Context: an optimization exercise on an open-source flow, tuned for small area. The choices shown serve that exercise and are no tape-out recipe. The RTL was checked by simulation tests, not by an equivalence proof against the original design. The flow treats the clock pin as an ideal source, which a real chip does not have. No activity file was given, so power comes from the tool's default toggle rates.

==> flow/design.v <==
`timescale 1ns/1ps
`default_nettype none
module uart_fifo_tx
  #(
    parameter FIFO_DEPTH=16,
    parameter UART_CDIV=434
    )
   (
    input wire 	     clk,
    input wire 	     n_rst,
    input wire [7:0] data,
    input wire 	     n_wr,
    output wire      n_full,
    output wire      uart_tx
    );
   localparam N = FIFO_DEPTH;
   reg [8*N-1:0]     s;         
   reg [N-1:0] 	     v;         
   reg [7:0] 	     h;         
   reg 		     hv;        
   reg 		     held;      
   reg 		     sending;
   reg 		     tx_out;
   reg [8:0] 	     cnt;
   reg [3:0] 	     idx;
   wire 	     transit = held & ~hv;
   assign n_full = ~(&v) | transit;
   assign uart_tx = tx_out;
   wire 	     wr = ~n_wr & n_full;
   wire 	     take = ~held & (|v);
   wire [N:0] 	     rdy;
   assign rdy[N] = ~hv;
   genvar 	     i;
   generate
      for (i = 0; i < N; i = i + 1) begin : g_rdy
	 assign rdy[i] = ~v[i] | rdy[i+1];
      end
   endgenerate
   wire [8*N-1:0]    s_in = {s[8*N-9:0], data};
   wire [N-1:0]      v_in = {v[N-2:0], wr};
   integer 	     k;
   always @(posedge clk) begin
      for (k = 0; k < N; k = k + 1)
	if (rdy[k]) s[8*k +: 8] <= s_in[8*k +: 8];
      if (rdy[N]) h <= s[8*N-8 +: 8];
   end
   localparam [8:0] CNT_LAST = 9'd182;
   wire 	     bit_end = sending & (cnt == CNT_LAST);
   wire 	     release_h = bit_end & (idx == 4'd7);
   always @(posedge clk, negedge n_rst) begin
      if (~n_rst) begin
	 v <= 0;
	 hv <= 1'b0;
	 held <= 1'b0;
	 sending <= 1'b0;
	 tx_out <= 1'b1;
	 idx <= 0;
      end
      else begin
	 for (k = 0; k < N; k = k + 1)
	   if (rdy[k]) v[k] <= v_in[k];
	 if (bit_end) idx <= (idx == 4'd9) ? 4'd0 : idx + 1'b1;
	 if (~hv) hv <= v[N-1];
	 else if (release_h) hv <= 1'b0;
	 if (take) held <= 1'b1;
	 else if (release_h) held <= 1'b0;
	 if (~sending) begin
	    if (take) begin
	       sending <= 1'b1;
	       tx_out <= 1'b0;
	    end
	 end
	 else if (bit_end) begin
	    case (idx)
	      4'd8: tx_out <= 1'b1;
	      4'd9: begin
		 if (held | take) tx_out <= 1'b0;
		 else sending <= 1'b0;
	      end
	      default: tx_out <= h[idx[2:0]];
	    endcase
	 end
      end
   end
   always @(posedge clk) begin
      if (~sending | bit_end) cnt <= 0;
      else cnt <= {cnt[7:0], ~(cnt[8] ^ cnt[4])};
   end
endmodule
`default_nettype wire
clock: 10.0 ns
lec_check: 0
cap_margin: 20
core_margin: 2
core_utilization: 40
cts_buf_list: sky130_fd_sc_hd__clkbuf_8
slew_margin: 20
standard.sh (not shown) runs the stock make flow with config.mk's settings and CLKGATE_MAP_FILE= SYNTH_SCRIPT=/design/flow/synth_recipe.tcl, a recipe that flattens the netlist after the stock synthesis.
==> flow/flow/run.sh <==
#!/bin/bash
# The standard layout (standard.sh) with these changes:
# - clock tree synthesis without dummy load cells, with clkbuf_4 leaf buffers
#   under a clkbuf_16 root; leaf buffers with a large fanout become clkbuf_8
#   (flow/post_cts.tcl);
# - port buffers of the smallest buffer cell.
set -euo pipefail
here=$(pwd)
export CTS_ARGS="-sink_clustering_enable -repair_clock_nets -dont_use_dummy_load -root_buf sky130_fd_sc_hd__clkbuf_16 -buf_list sky130_fd_sc_hd__clkbuf_4"
export POST_CTS_TCL="$here/flow/post_cts.tcl"
export CLK_UPSIZE_FANOUT=13
export BUFFER_PORTS_ARGS="-buffer_cell sky130_fd_sc_hd__buf_1"
bash standard.sh finish > standard.log 2>&1
==> flow/flow/post_cts.tcl <==
# After clock tree synthesis: a clkbuf_4 that drives many clock pins becomes a
# clkbuf_8, so every flip-flop clock pin keeps a fast edge.
set n_up 0
foreach inst [[ord::get_db_block] getInsts] {
  if { [[$inst getMaster] getName] ne "sky130_fd_sc_hd__clkbuf_4" } { continue }
  set net [[$inst findITerm X] getNet]
  if { $net eq "NULL" } { continue }
  set fanout [expr { [llength [$net getITerms]] - 1 }]
  if { $fanout >= $::env(CLK_UPSIZE_FANOUT) } {
    replace_cell [$inst getName] sky130_fd_sc_hd__clkbuf_8
    incr n_up
  }
}
puts "post_cts: upsized $n_up clock buffers"
if { $n_up > 0 } {
  detailed_placement
  check_placement -verbose
}
Change:
--- a/flow/design.v
+++ b/flow/design.v
@@ -43,11 +43,15 @@
       for (k = 0; k < N; k = k + 1)
 	if (rdy[k]) s[8*k +: 8] <= s_in[8*k +: 8];
       if (rdy[N]) h <= s[8*N-8 +: 8];
    end
-   localparam [8:0] CNT_LAST = 9'd182;
-   wire 	     bit_end = sending & (cnt == CNT_LAST);
-   wire 	     release_h = bit_end & (idx == 4'd7);
+   localparam [8:0] CNT_LAST = 9'd19;
+   wire 	     bit_end = sending & (cnt[8:4] == CNT_LAST[8:4])
+		       & (cnt[2:0] == CNT_LAST[2:0]);
+   wire 	     idx_7 = ~idx[3] & (&idx[2:0]);
+   wire 	     idx_8 = idx[3] & ~idx[0];
+   wire 	     idx_9 = idx[3] & idx[0];
+   wire 	     release_h = bit_end & idx_7;
    always @(posedge clk, negedge n_rst) begin
       if (~n_rst) begin
 	 v <= 0;
 	 hv <= 1'b0;
@@ -58,9 +62,9 @@
       end
       else begin
 	 for (k = 0; k < N; k = k + 1)
 	   if (rdy[k]) v[k] <= v_in[k];
-	 if (bit_end) idx <= (idx == 4'd9) ? 4'd0 : idx + 1'b1;
+	 if (bit_end) idx <= idx_9 ? 4'd0 : idx + 1'b1;
 	 if (~hv) hv <= v[N-1];
 	 else if (release_h) hv <= 1'b0;
 	 if (take) held <= 1'b1;
 	 else if (release_h) held <= 1'b0;
@@ -70,21 +74,17 @@
 	       tx_out <= 1'b0;
 	    end
 	 end
 	 else if (bit_end) begin
-	    case (idx)
-	      4'd8: tx_out <= 1'b1;
-	      4'd9: begin
-		 if (held | take) tx_out <= 1'b0;
-		 else sending <= 1'b0;
-	      end
-	      default: tx_out <= h[idx[2:0]];
-	    endcase
+	    if (~idx[3]) tx_out <= h[idx[2:0]];
+	    else if (idx_8) tx_out <= 1'b1;
+	    else if (held | take) tx_out <= 1'b0;
+	    else sending <= 1'b0;
 	 end
       end
    end
    always @(posedge clk) begin
       if (~sending | bit_end) cnt <= 0;
-      else cnt <= {cnt[7:0], ~(cnt[8] ^ cnt[4])};
+      else cnt <= {cnt[7:0], ~(cnt[8] ^ cnt[1])};
    end
 endmodule
 `default_nettype wire
Result: Hold slack barely changes. Worst setup slack degrades by 0.0072 ns. Cell area goes down by 1.1%. Routed wire length increases by 5.2%. Combinational power goes down by 25%.

[separate check: timing with driven ports]
Ports are ideal in the flow. The routed layouts listed here were re-timed in OpenROAD. Step 1, drivers: a clkbuf_16 drives clk and a buf_2 each remaining input, both assumed. Step 2 times the ports against the registers' clock, not the clock port: input delays grow and output delays shrink by t, the midpoint of the rising clock arrivals with the driver on. Slacks: no drivers / after step 1 / after step 2; pairs: no drivers / after step 1.
| run | t (ns) | setup slack, ns | hold slack, ns | cell pins on the clock port's net |
|---|---|---|---|---|
| the first run | 0.376 | 6.325 / 6.288 / 6.664 | 0.401 / 0.401 / 0.401 | 1 |
| the second run | 0.383 | 6.318 / 6.282 / 6.665 | 0.399 / 0.399 / 0.399 | 1 |
After both steps setup and hold are still met in every run listed.
